Context: an optimization exercise on an open-source flow, tuned for small area. The choices shown serve that exercise and are no tape-out recipe.
Function was checked by simulation only, so behaviour that the tests miss may differ from the original.
The flow treats the clock pin as an ideal source, which a real chip does not have.
No activity file was given, so power comes from the tool's default toggle rates.

==> flow/design.v, too long to show whole: its modules and the start of the top module <==
// module jtcps1_tilemap: 3510 lines
module jtcps1_tilemap(rst, clk, flip, vrender, size, hpos, vpos, start, stop, done, game, bank_offset, bank_mask, tile_addr, tile_data, rom_addr, rom_half, rom_data, rom_cs, rom_ok, buf_addr
, buf_data, buf_wr);
  // ...
==> flow/flow/run.sh <==
#!/bin/bash
# Own layout flow: the standard ORFS flow (standard.sh, unchanged synthesis)
# with smaller port buffers, synthesis buffers removed before placement, a
# clock tree without dummy loads, and gates on paths with slack downsized after
# global routing.
set -euo pipefail
export BUFFER_PORTS_ARGS="-buffer_cell sky130_fd_sc_hd__buf_1"
export REMOVE_ABC_BUFFERS=1
export CTS_ARGS="-sink_clustering_enable -repair_clock_nets -dont_use_dummy_load -buf_list sky130_fd_sc_hd__clkbuf_8"
export RECOVER_POWER=100
bash standard.sh > flow_make.log 2>&1
==> flow/standard.sh <==
#!/bin/bash
# synth_recipe.tcl (not shown) runs the flow's synth.tcl, then flattens the netlist and writes it again
# the make line also repeats each setting of config.mk as NAME=value (left out here)
make -C /OpenROAD-flow-scripts/flow DESIGN_CONFIG=/design/flow/config.mk WORK_HOME=/design/flow/orfs CLKGATE_MAP_FILE= SYNTH_SCRIPT=/design/flow/synth_recipe.tcl "${@:-finish}"
==> flow/config.mk <==
export PLATFORM = sky130hd
export DESIGN_NAME = jtcps1_tilemap
export DESIGN_NICKNAME = jtcps1_tilemap
export VERILOG_FILES = /design/flow/design.v
export SDC_FILE = /design/flow/constraint.sdc
export NUM_CORES = 4
export LEC_CHECK = 0
export CAP_MARGIN = 20
export CORE_MARGIN = 2
export CORE_UTILIZATION = 40
export GPL_TIMING_DRIVEN = 0
export SLEW_MARGIN = 20
==> flow/constraint.sdc <==
create_clock -name core_clock -period 10.0 [get_ports {clk}]
set_input_delay 2.0000 -clock core_clock [delete_from_list [all_inputs] [get_ports {clk}]]
set_output_delay 2.0000 -clock core_clock [all_outputs]
set_load 0.01 [all_outputs]
==> impl_results.md, run 1 <==
- CP Cell Sequence: clkbuf_1 > nor2_1 > nand4_1 > o2111ai_1 > o21ai_0 > nor4b_1 > o32ai_1 > a211oi_2 > a2111o_1 > a31oi_1
- Area Growth Syn to Fin: 12.7%
- Worst flop-to-flop path endpoint: rom_addr[19]
- Mapped cell area: 7270 sq um
- Seq area share: between 30% and 40%
- Met2 wire length: 10400 um
- Max cap viols: 3
- Placed inst area: 7980 sq um
- Post-CTS Resized: 0
- Post-route DRC: 0
- Final core utilization: 45.8%
- IR drop worst, VDD: 0.119 mV
- Outcome: complete, but fails checks
- Max Slew Vio Count: 98
- Post-synthesis compound-gate area fraction: 21.9%
- Startpoint types: input pin
- Layout Check Fails: max-capacitance violations, max-slew violations
- CP startpoint: size[0]
- Die Ht: 139 um
- Clk Latency, worst-skew pair: 0.44 ns
- Sequential power share: a little under half
- Largest net degree at the start of global routing: 51
- Final Hold Fails: 0
- Place WS: 4.20 ns
- Setup TNS: 0 ns
==> inputs of run 2 (changes only) <==
==> flow/flow/run.sh (replaced) <==
#!/bin/bash
# Own layout flow: the standard ORFS flow (standard.sh, unchanged synthesis)
# with smaller port buffers, synthesis buffers removed before placement and a
# clock tree without dummy loads.
set -euo pipefail
export BUFFER_PORTS_ARGS="-buffer_cell sky130_fd_sc_hd__buf_1"
export REMOVE_ABC_BUFFERS=1
export CTS_ARGS="-sink_clustering_enable -repair_clock_nets -dont_use_dummy_load -buf_list sky130_fd_sc_hd__clkbuf_8"
bash standard.sh > flow_make.log 2>&1
==> run 2 against run 1 <==
  * Now clean on timing, DRC and antenna
  * Sequential share of layout area down 0.077 points
  * Area after synthesis unchanged
  * Sequential power about the same
  * Cell count unchanged
  * Die area unchanged
  * Combinational power about the same
  * Cell area up 0.20%
  * Critical path depth unchanged
  * Utilization up 0.091 points
  * Critical endpoint is now buf_data[2]
  * Largest cell class unchanged
  * Highest routed layer unchanged
==> impl_results.md, run 2 <==
- Critical Path AT: 5.78 ns
- DR vias: between 6000 and 7000
- Internal: 948 uW
- GP Congestion: 0.976
- Post-CTS Resized: 0 (unchanged)
- Synth Warn #: 1
- Overall Global Routing Usage: 23.3%
- Startpoint types: input pin
- Outcome: no timing/DRC/antenna violations
- DRT Pass-1 Iters: 6
- Crit Path Class: in -> reg
- Die width: between 100 and 150 um
- CP Max Fanout: 24
- Post-synthesis mux area share: 5.26%
- Post-CTS Setup Bufs: 0
- Synth Area in Adders: 3.78%
- Syn Area/Cell: 9.79 sq um
- Vias in the first global route: 6425
- Routed wire length: 22500 um
- XOR/XNOR Fraction of Synth Area: 2.41%
- Largest family of logic cells by synthesized area: compound AO/OA/AOI/OAI gates
- CTS sink cnt: 115
- Die Ht: 139 um (unchanged)
- Number of diodes: 0
- Clk_skew: roughly 0.028 ns
- Filler cells: 1785
- Remaining Overflow, GRT: 0
- Post-synthesis cell count: between 700 and 800
- Max cap viols: 0 (-3)
- Max Slew Vio Count: 0 (-100%)
- Global-route met1 utilization: 31.2%
- CTS max path bufs: 2
- Max_slew headroom: 28.1%
- Setup slack after layout: 4.50 ns
- Top cells by area, synth: edfxtp_1, dfrtp_1, ha_1
- Top_reg_cell synth: edfxtp_1
- Core area: about 18000 sq um
- Sequential power share: 46.7% (about the same)
- Period utilisation layout: 55.0%
- Data required, critical path: ~10 ns
- First-pass GRT wire length: approximately 36000 um
- Io pins: about 190
- Power per standard cell area: 182 nW/um^2
- CTS Buf Count: 17
- Finish-stage setup viols: 0
- Clock Tree Root: clkbuf_8
- Switching pwr: about 550 uW
- Place WS: 4.20 ns (unchanged)
- Max Freq: approximately 0.18 GHz
- Commonest non-fill, non-tap cell in the layout: buf_1
- Post-synthesis compound-gate area fraction: 21.9% (unchanged)
- Post-synth cell types: 81
- Sw Share: a little under two fifths
- Clk Latency, worst-skew pair: 0.43 ns (about the same)
- Post-synth EDFFs: 65
- Synth Register Bits: 115
- Most common cell in the netlist: nand2_1
- Area Growth Syn to Fin: 12.9%
- Reg area: 3200 sq um
- Worst-path clk slew: 0.06 ns
- GRT Max-Usage Layer: met2
- Slew @ Worst Pin: 1.08 ns
- Async S/R FF share, synth: 43.5%
- Initial antenna violation count: 0
- Cell Rows: 49
- Setup TNS: 0 ns (unchanged)
- Met2 Usage GRT: 35.9%
- Seq/Total Area, Yosys: 44.0%
- Buffers on Ports: between 150 and 200
- Initial drt markers: 638
- Final Hold Fails: 0 (unchanged)
- CTS tree: built
- RSZ-0062 raised after global routing: false
- H-tree depth: 4
- Mapped cell area: 7270 sq um (unchanged)
- IR drop worst, VDD: 0.119 mV (about the same)
- Initial core utilization: 40.6%
- Synth cell count leaders: nand2_1, edfxtp_1, a21oi_1
- Power, Total: 1500 uW
- Post-route ant nets: 0
- Clock power frac: 20.5%
- Final HPWL DP: ~16000 um
- Hold-fix buffers at CTS: 0
- Wire length per cell: ~20 um
- CP Capture Type: flip-flop
- Largest register FFs: 32
- HP Class: reg -> reg
- M3 GR Usage: between 6 and 7%
- Layout cells sized above 1: 7.01%
- Tmin final: ~5.5 ns
- Largest area contributor in the netlist: edfxtp_1
- Post-synth top area share: 26.8%
- Vias per cell: about 6
- Largest net degree at the start of global routing: 51 (unchanged)
- Logic pwr share: between 30% and 40%
- Leak: 0.00307 uW
- Biggest register: pxl_data
- Area occupied by multi-input gates: 3710 sq um
- Post-synthesis simple-gate area fraction: about 18%
- Commonest cells after routing, fill and taps aside: buf_1, nand2_1, edfxtp_1
- Post-route DRC: 0 (unchanged)
- Die ar.: between 15000 and 20000 sq um
- Nets: 1030
- Largest regs: pxl_data: 32 flops, rom_addr: 20 flops, code: 16 flops
## run 2: cell type report
class                   instances  share of cell area (%)
repair buffers                167                    8.00
multi-input cells             540                    45.2
flip-flops and latches        115                    39.0
well taps                     229                    3.49
clock buffers                  17                    2.85
inverters                      31                    1.45
## run 2: path summary, 6_finish.rpt
| path | startpoint | to | slack [ns] | cells past startpoint |
|---|---|---|---|---|
| min | rom_half | rom_half | 0.47 | 1 |
| max in group asynchronous | rst | rom_addr[9] | 7.79 | 2 |
| min reg2reg | rom_half | rom_half | 0.47 | 1 |
| min in group asynchronous | rst | buf_wr | 1.71 | 2 |
| max reg2reg | code[10] | rom_addr[17] | 5.74 | 11 |
| max | game[2] | buf_data[2] | 4.50 | 10 |
## run 2: per-stage QoR
stage	area, sq um	std cells	util (%)	hold WS [ns]
finish	8210	1099	45.9	0.466
detailed placement	7980	1082	44.6	0.466
global route	8210	1099	45.9	0.493
CTS	8210	1099	45.9	0.475
floorplan	7020	686	-	0.454
global placement	7930	1081	44.3	0.454
## run 2: metal layers
layer  up-vias  share of wire (%)
li1       3112                  -
met4         0                2.7
met1      3156                 43
met5         -                  0
met3        59                8.5
met2       328                 46
## run 2: logic make-up after synthesis
logic type,after synthesis
buffers and inverters,88
muxes,27
and+or+nand+nor,247
AOI/OAI and AO/OA,224
DFF,115
xor gates and xnor gates,20
adders and majority gates,22
## run 2: power groups by stage
stage               combinational (uW)  clock (uW)  sequential [uW]
floorplan                          281           0              712
global placement                   488           0              704
detailed placement                 493           0              708
global route                       550         338              713
CTS                                495         317              700
finish                             490         307              700
## run 2: critical path: stages
cell      delay, ns
buf_1          0.43
nor3b_1        0.85
or4b_1         0.52
o211ai_2       0.10
nor3b_2        0.17
a221oi_1       0.12
o311ai_2       0.74
nor2_1         0.12
a31oi_1        0.58
a21oi_1        0.14
==> inputs of run 3 (changes only) <==
==> flow/flow/run.sh (replaced) <==
#!/bin/bash
# Own layout flow: the standard ORFS flow (standard.sh, unchanged synthesis)
# with smaller port buffers, synthesis buffers removed before placement, and a
# clock tree whose last level is one clock buffer per cluster of flip-flops
# (flow/clock_leaves.tcl, run just before clock_tree_synthesis, which then
# builds the tree from the clock port to those buffers).
set -euo pipefail
HERE=$(cd "$(dirname "$0")"; pwd)
export BUFFER_PORTS_ARGS="-buffer_cell sky130_fd_sc_hd__buf_1"
export REMOVE_ABC_BUFFERS=1
export PRE_CTS_TCL="$HERE/clock_leaves.tcl"
export LEAF_K=10
export CTS_ARGS="-clk_nets clk -sink_clustering_enable -repair_clock_nets -dont_use_dummy_load -buf_list sky130_fd_sc_hd__clkbuf_8"
bash standard.sh > flow_make.log 2>&1
==> flow/flow/clock_leaves.tcl (new file) <==
# Pre-CTS: group the flip-flops into K clusters (k-means on their placed
# locations) and give each cluster its own clock buffer at the cluster centre;
# clock_tree_synthesis then builds the tree from the clock port to these
# buffers.
set K [expr {[info exists ::env(LEAF_K)] ? $::env(LEAF_K) : 10}]
set LEAF sky130_fd_sc_hd__clkbuf_8
set db [ord::get_db]; set block [[$db getChip] getBlock]
set bnet [$block findNet clk]
set its {}; set xs {}; set ys {}
foreach it [$bnet getITerms] {
  set b [[$it getInst] getBBox]
  lappend its $it; lappend xs [expr {([$b xMin]+[$b xMax])/2}]; lappend ys [expr {([$b yMin]+[$b yMax])/2}]
}
set N [llength $its]
set idx [lsort -integer -indices $xs]
set cx {}; set cy {}
for {set c 0} {$c < $K} {incr c} { set j [lindex $idx [expr {int(($c+0.5)*$N/$K)}]]; lappend cx [lindex $xs $j]; lappend cy [lindex $ys $j] }
for {set iter 0} {$iter < 100} {incr iter} {
  set asg {}
  for {set i 0} {$i < $N} {incr i} {
    set best 0; set bd 1e30
    for {set c 0} {$c < $K} {incr c} {
      set d [expr {abs([lindex $xs $i]-[lindex $cx $c]) + abs([lindex $ys $i]-[lindex $cy $c])}]
      if {$d < $bd} {set bd $d; set best $c}
    }
    lappend asg $best
  }
  for {set c 0} {$c < $K} {incr c} { set sx($c) 0.0; set sy($c) 0.0; set cnt($c) 0 }
  for {set i 0} {$i < $N} {incr i} { set c [lindex $asg $i]; set sx($c) [expr {$sx($c)+[lindex $xs $i]}]; set sy($c) [expr {$sy($c)+[lindex $ys $i]}]; incr cnt($c) }
  set cx {}; set cy {}
  for {set c 0} {$c < $K} {incr c} { set m [expr {max($cnt($c),1)}]; lappend cx [expr {$sx($c)/$m}]; lappend cy [expr {$sy($c)/$m}] }
}
for {set c 0} {$c < $K} {incr c} {
  if {$cnt($c) == 0} continue
  set net($c) [odb::dbNet_create $block clknet_leaf_$c]
  $net($c) setSigType CLOCK
  set inst [odb::dbInst_create $block [$db findMaster $LEAF] clkbuf_leaf_$c]
  $inst setLocation [expr {int([lindex $cx $c])}] [expr {int([lindex $cy $c])}]
  $inst setPlacementStatus PLACED
  [$inst findITerm X] connect $net($c)
  [$inst findITerm A] connect $bnet
  puts "clock leaf $c: $cnt($c) flip-flops"
}
for {set i 0} {$i < $N} {incr i} { set it [lindex $its $i]; $it disconnect; $it connect $net([lindex $asg $i]) }
==> run 3 against run 2 <==
  * Critical path depth did not move
  * Largest cell class unchanged
  * Synthesized cell count did not move
  * Clock power fell by 12%
  * Critical path type unchanged
  * Total power fell by 2.6%
  * Utilization fell by 0.31 points
  * Via count fell by 0.26%
  * Sequential power barely moved
==> impl_results.md, run 3 <==
- Outcome: no timing/DRC/antenna violations
- Post-synthesis cell count: 743 (unchanged)
- Sequential power share: 47.9% (+1.2 points)
- Mapped cell area: 7270 sq um (unchanged)
- Max Freq: 0.183 GHz (+0.75%)
- Commonest cells after routing, fill and taps aside: buf_1, nand2_1, edfxtp_1
- Startpoint types: input pin
- Async S/R FF share, synth: 43.5% (unchanged)
- Synth Warn #: 1 (unchanged)
- Initial antenna violation count: 0 (unchanged)
- CP peak stage delay: 0.85 ns (about the same)
- Max_slew headroom: 29.5% (+1.4 points)
- Top_reg_cell synth: edfxtp_1
- Buffers on Ports: 166 (unchanged)
- Die ar.: 19300 sq um (unchanged)
- CP Capture Type: flip-flop
- Clk Latency, worst-skew pair: 0.46 ns (+0.03 ns)
- Commonest non-fill, non-tap cell in the layout: buf_1
- Final Hold Fails: 0 (unchanged)
- Post-route DRC: 0 (unchanged)
- Vias per cell: 6.06 (+0.11%)
- Overall Global Routing Usage: 22.6% (-0.67 points)
- Largest area contributor in the netlist: edfxtp_1
- CTS tree: built
- Final instance area: 8160 sq um (-0.67%)
- Worst-path clk slew: 0.08 ns (+0.02 ns)
- Remaining Overflow, GRT: 0 (unchanged)
- Layout cells sized above 1: 6.58% (-0.43 points)
- Final HPWL DP: 15900 um (unchanged)
- Vias in the first global route: 6367 (-0.90%)
- Initial core utilization: 40.6% (unchanged)
- Synth Register Bits: 115 (unchanged)
- Area Growth Syn to Fin: 12.2%
- Hold-fix buffers at CTS: 0 (unchanged)
- CP Cell Sequence: buf_1 > nor3b_1 > or4b_1 > o211ai_2 > nor3b_2 > a221oi_1 > o311ai_2 > nor2_1 > a31oi_1 > a21oi_1
- RSZ-0062 raised after global routing: false
- Die Ht: 139 um (unchanged)
- Largest regs: pxl_data: 32 flops, rom_addr: 20 flops, code: 16 flops
- Logic pwr share: 33.6% (+0.8 points)
- Initial drt markers: 619 (-3.0%)
- Post-synth cell types: 81 (unchanged)
- Cell Rows: 49 (unchanged)
- Number of diodes: 0 (unchanged)
- Routed wire length: 22300 um (-0.67%)
- Slew @ Worst Pin: 1.06 ns (-0.0216 ns)
- HP Class: reg -> reg
- Switching pwr: 543 uW (-1.1%)
- Core area: 17900 sq um (unchanged)
- Crit Path Class: in -> reg
- Biggest register: pxl_data
- CP Max Fanout: 24 (unchanged)
- Largest net degree at the start of global routing: 51 (unchanged)
- Final core utilization: 45.6% (-0.31 points)
- Max Slew Vio Count: 0 (unchanged)
- Clock power frac: 18.5% (-2.0 points)
- Tmin final: 5.46 ns (-0.0411 ns)
- Data required, critical path: 10.28 ns (about the same)
- Io pins: 188 (unchanged)
- CTS Buf Count: 3 (-14)
- Critical Path AT: 5.75 ns (-0.03 ns)
- Die width: 139 um (unchanged)
- Nets: 1026 (-0.39%)
- Clk_skew: 0.0303 ns (+0.00246 ns)
- Internal: 915 uW (-3.5%)
- Power per standard cell area: 179 nW/um^2 (-2.0%)
- Finish-stage setup viols: 0 (unchanged)
- DR vias: 6638 (-0.26%)
- Post-route ant nets: 0 (unchanged)
- Placed inst area: 7980 sq um (unchanged)
- GP Congestion: 0.976 (unchanged)
- Post-CTS Setup Bufs: 0 (unchanged)
- Largest register FFs: 32 (unchanged)
- Post-synth EDFFs: 65 (unchanged)
- DRT Pass-1 Iters: 5 (-1)
- Sw Share: 37.2% (+0.56 points)
- Post-CTS Resized: 0 (unchanged)
- First-pass GRT wire length: 35400 um (-0.41%)
- Wire length per cell: 20.4 um (-0.31%)
- Top cells by area, synth: edfxtp_1, dfrtp_1, ha_1
- Synth cell count leaders: nand2_1, edfxtp_1, a21oi_1
- Max cap viols: 0 (unchanged)
- IR drop worst, VDD: 0.121 mV (+1.5%)
- Setup TNS: 0 ns (unchanged)
- Leak: 0.00305 uW (-0.94%)
- Most common cell in the netlist: nand2_1
- Slowest-stage cell, CP: nor3b_1
- Period utilisation layout: 54.6% (-0.41 points)
- Seq/Total Area, Yosys: 44.0% (unchanged)
- Post-synth top area share: 26.8% (unchanged)
- Syn Area/Cell: 9.79 sq um (unchanged)
-- run 3: cell counts after synthesis --
No cell type changed its count.
-- run 3: routing by layer --
layer	wire length (um)	global-route usage, %	up-vias
met5	0	0	-
met4	594	6.91	0
met3	1730	5.11	61
met2	10200	35.9	328
met1	9810	31.1	3142
li1	-	-	3107
-- run 3: final timing paths --
kind | startpoint | endpoint | slack [ns] | cells past startpoint
min in group asynchronous | rst | rom_addr[16] | 1.69 | 2
worst min-delay path | rom_half | rom_half | 0.47 | 1
max in group asynchronous | rst | rom_addr[8] | 7.83 | 2
worst max-delay path | game[2] | buf_data[2] | 4.54 | 10
worst max register to register | code[10] | rom_addr[17] | 5.76 | 11
worst min register to register | rom_half | rom_half | 0.47 | 1
-- run 3: kinds of logic (layout without fill, tap and decap cells) --
| logic type | after synthesis | count (layout) | synth area share [%] |
|---|---|---|---|
| and+or+nand+nor | 247 | 247 | 17.6 |
| AOI/OAI and AO/OA | 224 | 224 | 21.9 |
| DFF | 115 | 115 | 44.0 |
| buffers and inverters | 88 | 211 | 5.06 |
| muxes | 27 | 27 | 5.26 |
| adders and majority gates | 22 | 22 | 3.78 |
| xor gates and xnor gates | 20 | 20 | 2.41 |
-- run 3: layout make-up, without the clock buffers --
| type | instances | area [sq um] |
|---|---|---|
| buffer | 10 | 138 |
| fill | 1779 | 9740 |
| inverter | 31 | 119 |
| multi-input combinational | 540 | 3710 |
| sequential | 115 | 3200 |
| tap | 229 | 287 |
| timing repair buffer | 167 | 657 |
-- run 3: per-stage QoR --
step	worst slack [ns]	cells	hold WS, ns	power (uW)
floorplan	5.44	686	0.454	993
global placement	2.68	1081	0.454	1190
detailed placement	4.20	1082	0.466	1200
CTS	4.66	1095	0.475	1470
global route	4.23	1095	0.502	1560
finish	4.54	1095	0.466	1460
-- run 3: power by group through the flow --
stage / sequential, uW / clock (uW) / combinational [uW]
floorplan: 712 / 0 / 281
global placement: 704 / 0 / 488
detailed placement: 708 / 0 / 493
CTS: 699 / 278 / 495
global route: 712 / 295 / 550
finish: 698 / 269 / 490
-- run 3: worst max-delay path, delay by kind of cell --
| kind | cells | cell delay [ns] |
|---|---|---|
| buffers and inverters | 1 | 0.43 |
| AND/OR/NAND/NOR | 4 | 1.66 |
| AO/OA/AOI/OAI | 5 | 1.65 |
==> inputs of run 4 (changes only) <==
--- a/flow/flow/run.sh
+++ b/flow/flow/run.sh
@@ -9,6 +9,6 @@
 export BUFFER_PORTS_ARGS="-buffer_cell sky130_fd_sc_hd__buf_1"
 export REMOVE_ABC_BUFFERS=1
 export PRE_CTS_TCL="$HERE/clock_leaves.tcl"
-export LEAF_K=10
+export LEAF_K=12
 export CTS_ARGS="-clk_nets clk -sink_clustering_enable -repair_clock_nets -dont_use_dummy_load -buf_list sky130_fd_sc_hd__clkbuf_8"
 bash standard.sh > flow_make.log 2>&1
--- a/flow/flow/clock_leaves.tcl
+++ b/flow/flow/clock_leaves.tcl
@@ -2,7 +2,7 @@
 # locations) and give each cluster its own clock buffer at the cluster centre;
 # clock_tree_synthesis then builds the tree from the clock port to these
 # buffers.
-set K [expr {[info exists ::env(LEAF_K)] ? $::env(LEAF_K) : 10}]
+set K [expr {[info exists ::env(LEAF_K)] ? $::env(LEAF_K) : 12}]
 set LEAF sky130_fd_sc_hd__clkbuf_8
 set db [ord::get_db]; set block [[$db getChip] getBlock]
 set bnet [$block findNet clk]
==> run 4 against run 3 <==
  * Still clean
  * Combinational power is essentially flat
  * Worst setup slack gained 0.033 ns
  * Sequential power is essentially flat
  * Fmax grew 0.62%
  * Register-to-register slack gained 0.05 ns
  * Flip-flop and latch count is the same
  * Via count grew 0.24%
  * Critical path depth is the same
  * Clock power grew 9.7%
  * Largest cell class unchanged
==> impl_results.md, run 4 <==
- Max Freq: 0.184 GHz (+0.62%)
- Final Hold Fails: 0 (unchanged)
- Post-synthesis cell count: 743 (unchanged)
- Max Slew Vio Count: 0 (unchanged)
- Clock power frac: 19.9% (+1.4 points)
- Wire length per cell: 20.6 um (+1.0%)
- Post-synth top area share: 26.8% (unchanged)
- Filler cells: 1784 (+0.28%)
- Tmin final: 5.43 ns (-0.0335 ns)
- Final instance area: 8190 sq um (+0.34%)
- Worst hold slack: 0.467 ns (+0.00156 ns)
- Clk Latency, worst-skew pair: 0.48 ns (+0.02 ns)
- Mapped cell area: 7270 sq um (unchanged)
- Initial drt markers: 543 (-12%)
- Setup TNS: 0 ns (unchanged)
- Data required, critical path: 10.34 ns (+0.06 ns)
- HP Class: reg -> reg
- Cell Rows: 49 (unchanged)
- Placed inst area: 7980 sq um (unchanged)
- Max_slew headroom: 28.9% (-0.64 points)
- Remaining Overflow, GRT: 0 (unchanged)
- Met2 Usage GRT: 36.2% (+0.36 points)
- Commonest cells after routing, fill and taps aside: buf_1, nand2_1, edfxtp_1
- Worst-path clk slew: 0.08 ns (about the same)
- Async S/R FF share, synth: 43.5% (unchanged)
- Largest regs: pxl_data: 32 flops, rom_addr: 20 flops, code: 16 flops
- Most common cell in the netlist: nand2_1
- Largest register FFs: 32 (unchanged)
- Overall Global Routing Usage: 22.8% (+0.22 points)
- Largest net degree at the start of global routing: 51 (unchanged)
- Switching pwr: 553 uW (+2.0%)
- Buffers on Ports: 166 (unchanged)
- Post-CTS Resized: 0 (unchanged)
- Hold-fix buffers at CTS: 0 (unchanged)
- Commonest non-fill, non-tap cell in the layout: buf_1
- Period utilisation layout: 54.3% (-0.33 points)
- Vias in the first global route: 6386 (+0.30%)
- Leak: 0.00306 uW (+0.47%)
- Slew @ Worst Pin: 1.07 ns (+0.00953 ns)
- Die width: 139 um (unchanged)
- Initial antenna violation count: 0 (unchanged)
- RSZ-0062 raised after global routing: false
- Clk_skew: 0.0617 ns (+0.0314 ns)
- Placed insts: 1082 (unchanged)
- Die ar.: 19300 sq um (unchanged)
- CTS Buf Count: 3 (unchanged)
- Internal: 932 uW (+1.9%)
- IR drop worst, VDD: 0.116 mV (-3.7%)
- Global-route met1 utilization: 30.8% (-0.28 points)
- Startpoint types: input pin
- Sequential power share: 47.1% (-0.8 points)
- Outcome: no timing/DRC/antenna violations
- Post-route DRC: 0 (unchanged)
- Core area: 17900 sq um (unchanged)
- Seq/Total Area, Yosys: 44.0% (unchanged)
- Critical Path AT: 5.77 ns (+0.02 ns)
- CP Max Fanout: 24 (unchanged)
- GRT Max-Usage Layer: met2
- First-pass GRT wire length: 35600 um (+0.58%)
- Logic pwr share: 33.1% (-0.5 points)
- Top cells by area, synth: edfxtp_1, dfrtp_1, ha_1
- Post-synth cell types: 81 (unchanged)
- Number of diodes: 0 (unchanged)
- DRT Pass-1 Iters: 5 (unchanged)
- Final HPWL DP: 15900 um (unchanged)
- Post-CTS Setup Bufs: 0 (unchanged)
- Largest area contributor in the netlist: edfxtp_1
- Max cap viols: 0 (unchanged)
- Synth Warn #: 1 (unchanged)
- Layout cells sized above 1: 6.80% (+0.22 points)
- Top_reg_cell synth: edfxtp_1
- CTS tree: built
- Synth Register Bits: 115 (unchanged)
- Vias per cell: 6.07 (about the same)
- Synth cell count leaders: nand2_1, edfxtp_1, a21oi_1
- Sw Share: 37.3% (about the same)
- Io pins: 188 (unchanged)
- DR vias: 6654 (+0.24%)
- CP Capture Type: flip-flop
- Post-synth EDFFs: 65 (unchanged)
- Area Growth Syn to Fin: 12.6%
- Power per standard cell area: 181 nW/um^2 (+1.6%)
- Crit Path Class: in -> reg
- Die Ht: 139 um (unchanged)
- Biggest register: pxl_data
- Final cell count without fillers: 1097 (+0.18%)
- Nets: 1028 (+0.19%)
- Initial core utilization: 40.6% (unchanged)
- Post-route ant nets: 0 (unchanged)
- Routed wire length: 22600 um (+1.2%)
- Finish-stage setup viols: 0 (unchanged)
- M3 GR Usage: 5.73% (+0.62 points)
- Syn Area/Cell: 9.79 sq um (unchanged)
- GP Congestion: 0.976 (unchanged)
-- run 4: final timing paths --
path                            startpoint           end  slack [ns]  cells past startpoint
worst max-delay path               game[2]  rom_addr[16]        4.57                     10
worst min-delay path                pal[3]   buf_data[7]        0.47                      1
worst max register to register    code[10]  rom_addr[16]        5.81                     11
worst min register to register      pal[3]   buf_data[7]        0.47                      1
max in group asynchronous              rst  rom_addr[16]        7.81                      2
min in group asynchronous              rst        buf_wr        1.66                      2
-- run 4: logic make-up (layout without fill, tap and decap cells) --
logic type               Yosys count  count (layout)  share of synthesized area [%]
AND/OR/NAND/NOR                  247             247                           17.6
multiplexers                      27              27                           5.26
adder cells (fa/ha/maj)           22              22                           3.78
flip-flops                       115             115                           44.0
AO/OA/AOI/OAI                    224             224                           21.9
XOR/XNOR                          20              20                           2.41
buffers and inverters             88             213                           5.06
-- run 4: area by class of cell, without the clock buffers --
class | count | area, sq um | area share [%]
well taps | 229 | 287 | 3.50
flip-flops and latches | 115 | 3200 | 39.1
multi-input cells | 540 | 3710 | 45.4
repair buffers | 167 | 657 | 8.02
plain buffers | 12 | 165 | 2.02
inverters | 31 | 119 | 1.45
-- run 4: routing by layer --
metal / share of wire (%) / wire, um
met4: 3.0 / 685
met3: 9.0 / 2030
met1: 42 / 9610
met2: 45 / 10300
met5: 0 / 0
-- run 4: worst max-delay path: stages --
cell and delay, ns:
buf_1 0.43, nor3b_1 0.84, or4b_1 0.52, o211ai_2 0.10, nor3b_2 0.18, a221oi_1 0.12
o311ai_2 0.74, a211oi_2 0.17, a2111o_1 0.48, a31oi_1 0.18
-- run 4: stage by stage --
stage	worst slack (ns)	util, %	total power, uW
detailed placement	4.20	44.6	1200
global placement	2.68	44.3	1190
global route	4.26	45.7	1580
finish	4.57	45.7	1490
CTS	4.70	45.7	1500
floorplan	5.44	-	993
-- run 4: power by group through the flow --
| stage | clock network, uW | registers [uW] | logic [uW] |
|---|---|---|---|
| after floorplan | 0 | 712 | 281 |
| after global placement | 0 | 704 | 488 |
| after detailed placement | 0 | 708 | 493 |
| after CTS | 304 | 699 | 495 |
| after global routing | 322 | 712 | 550 |
| final | 295 | 699 | 491 |
==> inputs of run 5 (changes only) <==
--- a/flow/flow/run.sh
+++ b/flow/flow/run.sh
@@ -9,6 +9,6 @@
 export BUFFER_PORTS_ARGS="-buffer_cell sky130_fd_sc_hd__buf_1"
 export REMOVE_ABC_BUFFERS=1
 export PRE_CTS_TCL="$HERE/clock_leaves.tcl"
-export LEAF_K=12
+export LEAF_K=11
 export CTS_ARGS="-clk_nets clk -sink_clustering_enable -repair_clock_nets -dont_use_dummy_load -buf_list sky130_fd_sc_hd__clkbuf_8"
 bash standard.sh > flow_make.log 2>&1
--- a/flow/flow/clock_leaves.tcl
+++ b/flow/flow/clock_leaves.tcl
@@ -2,7 +2,7 @@
 # locations) and give each cluster its own clock buffer at the cluster centre;
 # clock_tree_synthesis then builds the tree from the clock port to these
 # buffers.
-set K [expr {[info exists ::env(LEAF_K)] ? $::env(LEAF_K) : 12}]
+set K [expr {[info exists ::env(LEAF_K)] ? $::env(LEAF_K) : 11}]
 set LEAF sky130_fd_sc_hd__clkbuf_8
 set db [ord::get_db]; set block [[$db getChip] getBlock]
 set bnet [$block findNet clk]
==> run 5 against run 4 <==
  * First-iteration DRC count rose by 5.0%
  * Clock power fell by 5%
  * Wire length fell by 0.80%
  * Critical endpoint is now buf_data[2]
  * Total power fell by 1.1%
  * Hold slack improved by 0.00085 ns
  * Largest power group unchanged
  * Cell area fell by 0.17%
==> impl_results.md, run 5 <==
- Outcome: no timing/DRC/antenna violations
- Biggest register: pxl_data
- GP Congestion: 0.976 (unchanged)
- Clk Latency, worst-skew pair: 0.46 ns (-0.02 ns)
- Post-synth EDFFs: 65 (unchanged)
- Initial core utilization: 40.6% (unchanged)
- Largest net degree at the start of global routing: 51 (unchanged)
- Leak: 0.00305 uW (-0.23%)
- RSZ-0062 raised after global routing: false
- Wire length per cell: 20.5 um (-0.71%)
- Overall Global Routing Usage: 22.7% (-0.14 points)
- Post-route DRC: 0 (unchanged)
- Worst-path clk slew: 0.07 ns (about the same)
- Cell Rows: 49 (unchanged)
- Synth Warn #: 1 (unchanged)
- Initial antenna violation count: 0 (unchanged)
- Power per standard cell area: 180 nW/um^2 (-0.93%)
- Period utilisation layout: 54.7% (+0.35 points)
- Hold-fix buffers at CTS: 0 (unchanged)
- Reg-to-reg setup timing slack: 5.71 ns (-0.10 ns)
- Worst flop-to-flop path endpoint: rom_addr[17]
- DR vias: 6660 (+0.090%)
- Reg2Reg Depth: 11 (unchanged)
- Top cells by area, synth: edfxtp_1, dfrtp_1, ha_1
- Post-synthesis cell count: 743 (unchanged)
- Setup crit end: buf_data[2]
- Async S/R FF share, synth: 43.5% (unchanged)
- Clk_skew: 0.0273 ns (-0.0344 ns)
- Startpoint types: input pin
- Most common cell in the netlist: nand2_1
- CTS tree: built
- Max Freq: 0.183 GHz (-0.64%)
- Synth Register Bits: 115 (unchanged)
- CTS Buf Count: 3 (unchanged)
- Post-CTS Setup Bufs: 0 (unchanged)
- Final core utilization: 45.7% (-0.077 points)
- Finish-stage setup viols: 0 (unchanged)
- Post-synth cell types: 81 (unchanged)
- Max Slew Vio Count: 0 (unchanged)
- Internal: 924 uW (-0.88%)
- Largest regs: pxl_data: 32 flops, rom_addr: 20 flops, code: 16 flops
- Post-synth top area share: 26.8% (unchanged)
- Die Ht: 139 um (unchanged)
- Crit Path Class: in -> reg
- Commonest non-fill, non-tap cell in the layout: buf_1
- Data required, critical path: 10.30 ns (-0.04 ns)
- Buffers on Ports: 166 (unchanged)
- Routed wire length: 22400 um (-0.80%)
- CP Capture Type: flip-flop
- Top_reg_cell synth: edfxtp_1
- Area Growth Syn to Fin: 12.4%
- Remaining Overflow, GRT: 0 (unchanged)
- Setup TNS: 0 ns (unchanged)
- Largest area contributor in the netlist: edfxtp_1
- HP Class: reg -> reg
- Max cap viols: 0 (unchanged)
- Final Hold Fails: 0 (unchanged)
- Commonest cells after routing, fill and taps aside: buf_1, nand2_1, edfxtp_1
- Die ar.: 19300 sq um (unchanged)
- Nets: 1027 (-0.097%)
- Final HPWL DP: 15900 um (unchanged)
- Die width: 139 um (unchanged)
- First-pass GRT wire length: 35500 um (-0.31%)
- Seq/Total Area, Yosys: 44.0% (unchanged)
- Logic pwr share: 33.4% (+0.3 points)
- Sequential power share: 47.6% (+0.5 points)
- CP Cell Sequence: buf_1 > nor3b_1 > or4b_1 > o211ai_2 > nor3b_2 > a221oi_1 > o311ai_2 > nor2_1 > a31oi_1 > a21oi_1
- DRT Pass-1 Iters: 5 (unchanged)
- Clock power frac: 19.0% (-0.9 points)
- Critical Path AT: 5.77 ns (about the same)
- Synth cell count leaders: nand2_1, edfxtp_1, a21oi_1
- Largest register FFs: 32 (unchanged)
- Core area: 17900 sq um (unchanged)
- Switching pwr: 545 uW (-1.5%)
- Max_slew headroom: 27.2% (-1.7 points)
- Mapped cell area: 7270 sq um (unchanged)
- Slowest-stage cell, CP: nor3b_1
- Layout cells sized above 1: 6.69% (-0.11 points)
- Post-CTS Resized: 0 (unchanged)
- CP peak stage delay: 0.86 ns (+0.02 ns)
- CP Max Fanout: 24 (unchanged)
- IR drop worst, VDD: 0.121 mV (+3.9%)
- CP startpoint: game[2]
- Vias in the first global route: 6408 (+0.34%)
- Vias per cell: 6.08 (+0.18%)
- Tmin final: 5.47 ns (+0.0347 ns)
- Syn Area/Cell: 9.79 sq um (unchanged)
- Sw Share: 37.1% (-0.14 points)
- Initial drt markers: 570 (+5.0%)
- Io pins: 188 (unchanged)
- Hold path startpoint: rom_half
- R2R Path Start: code[10]
- Slew @ Worst Pin: 1.09 ns (+0.0252 ns)
- Number of diodes: 0 (unchanged)
- Post-route ant nets: 0 (unchanged)
-- run 5: cell counts after synthesis --
Identical to the previous run, type by type.
-- run 5: worst min-delay path by stage --
stage / end / slack (ns) / depth (start not counted)
floorplan: buf_data[10] / 0.45 / 1
global placement: rom_half / 0.45 / 1
detailed placement: rom_half / 0.47 / 1
CTS: rom_half / 0.48 / 1
global route: rom_addr[15] / 0.50 / 2
finish: rom_half / 0.47 / 1
-- run 5: through the flow --
step	cell area [sq um]	std cells	power, uW	hold slack (ns)	setup WS, ns
after floorplan	7020	686	993	0.454	5.44
after global placement	7930	1081	1190	0.454	2.68
after detailed placement	7980	1082	1200	0.466	4.20
after CTS	8170	1096	1480	0.476	4.68
after global routing	8170	1096	1570	0.505	4.23
final	8170	1096	1470	0.468	4.53
-- run 5: kinds of logic (layout without fill, tap and decap cells) --
kind of cell | Yosys count | count (layout) | synth area share (%)
AOI/OAI and AO/OA | 224 | 224 | 21.9
adders and majority gates | 22 | 22 | 3.78
and+or+nand+nor | 247 | 247 | 17.6
xor gates and xnor gates | 20 | 20 | 2.41
DFF | 115 | 115 | 44.0
muxes | 27 | 27 | 5.26
buffers and inverters | 88 | 212 | 5.06
-- run 5: area by class of cell, without the clock buffers --
class / count / area [sq um]
buffer: 11 / 151
fill: 1785 / 9730
inverter: 31 / 119
multi-input combinational: 540 / 3710
sequential: 115 / 3200
tap: 229 / 287
timing repair buffer: 167 / 657
-- run 5: critical path, delay by kind of cell --
family	cells	cell delay, ns
buf+inv	1	0.44
compound gates	5	1.66
simple gates	4	1.68
-- run 5: metal layers --
layer,global-route usage (%),up-vias,part of all wire (%),routed length (um)
li1,-,3103,-,-
met1,30.9,3133,42,9470
met2,36.2,370,46,10300
met3,5.04,54,9.0,2020
met4,7.55,0,2.8,636
met5,0,-,0,0
-- run 5: power by group through the flow --
stage	Sequential (uW)	Combinational [uW]	Clock, uW
2_1_floorplan	712	281	0
3_3_place_gp	704	488	0
6_report	699	490	280
3_5_place_dp	708	493	0
5_1_grt	712	550	308
4_1_cts	699	495	290

-- re-timing with driven ports --
How much do the figures lean on ideal ports? The routed layouts below were timed once more, with nothing changed but the port constraints. Step 1: set_driving_cell puts a clkbuf_16 on clk and a buf_2 on each other input, an assumption about the parent block. Step 2 also shifts input and output timing later by t, the mid clock arrival at the registers, as if the neighbouring blocks saw the same clock. Three values: no drivers, after step 1, after step 2; two values: the first two.
run | t (ns) | setup WS [ns] | worst setup path after step 2
run 1 | 0.461 | 3.083 / 3.085 / 2.624 | input to register
run 2 | 0.461 | 4.495 / 4.513 / 4.053 | input to register
run 3 | 0.477 | 4.536 / 4.551 / 4.074 | input to register
run 4 | 0.494 | 4.570 / 4.589 / 4.095 | input to register
run 5 | 0.487 | 4.535 / 4.553 / 4.066 | input to register
The setup slack of run 4, which loses most, moves by +0.019 ns with the drivers and by -0.475 ns with both steps.
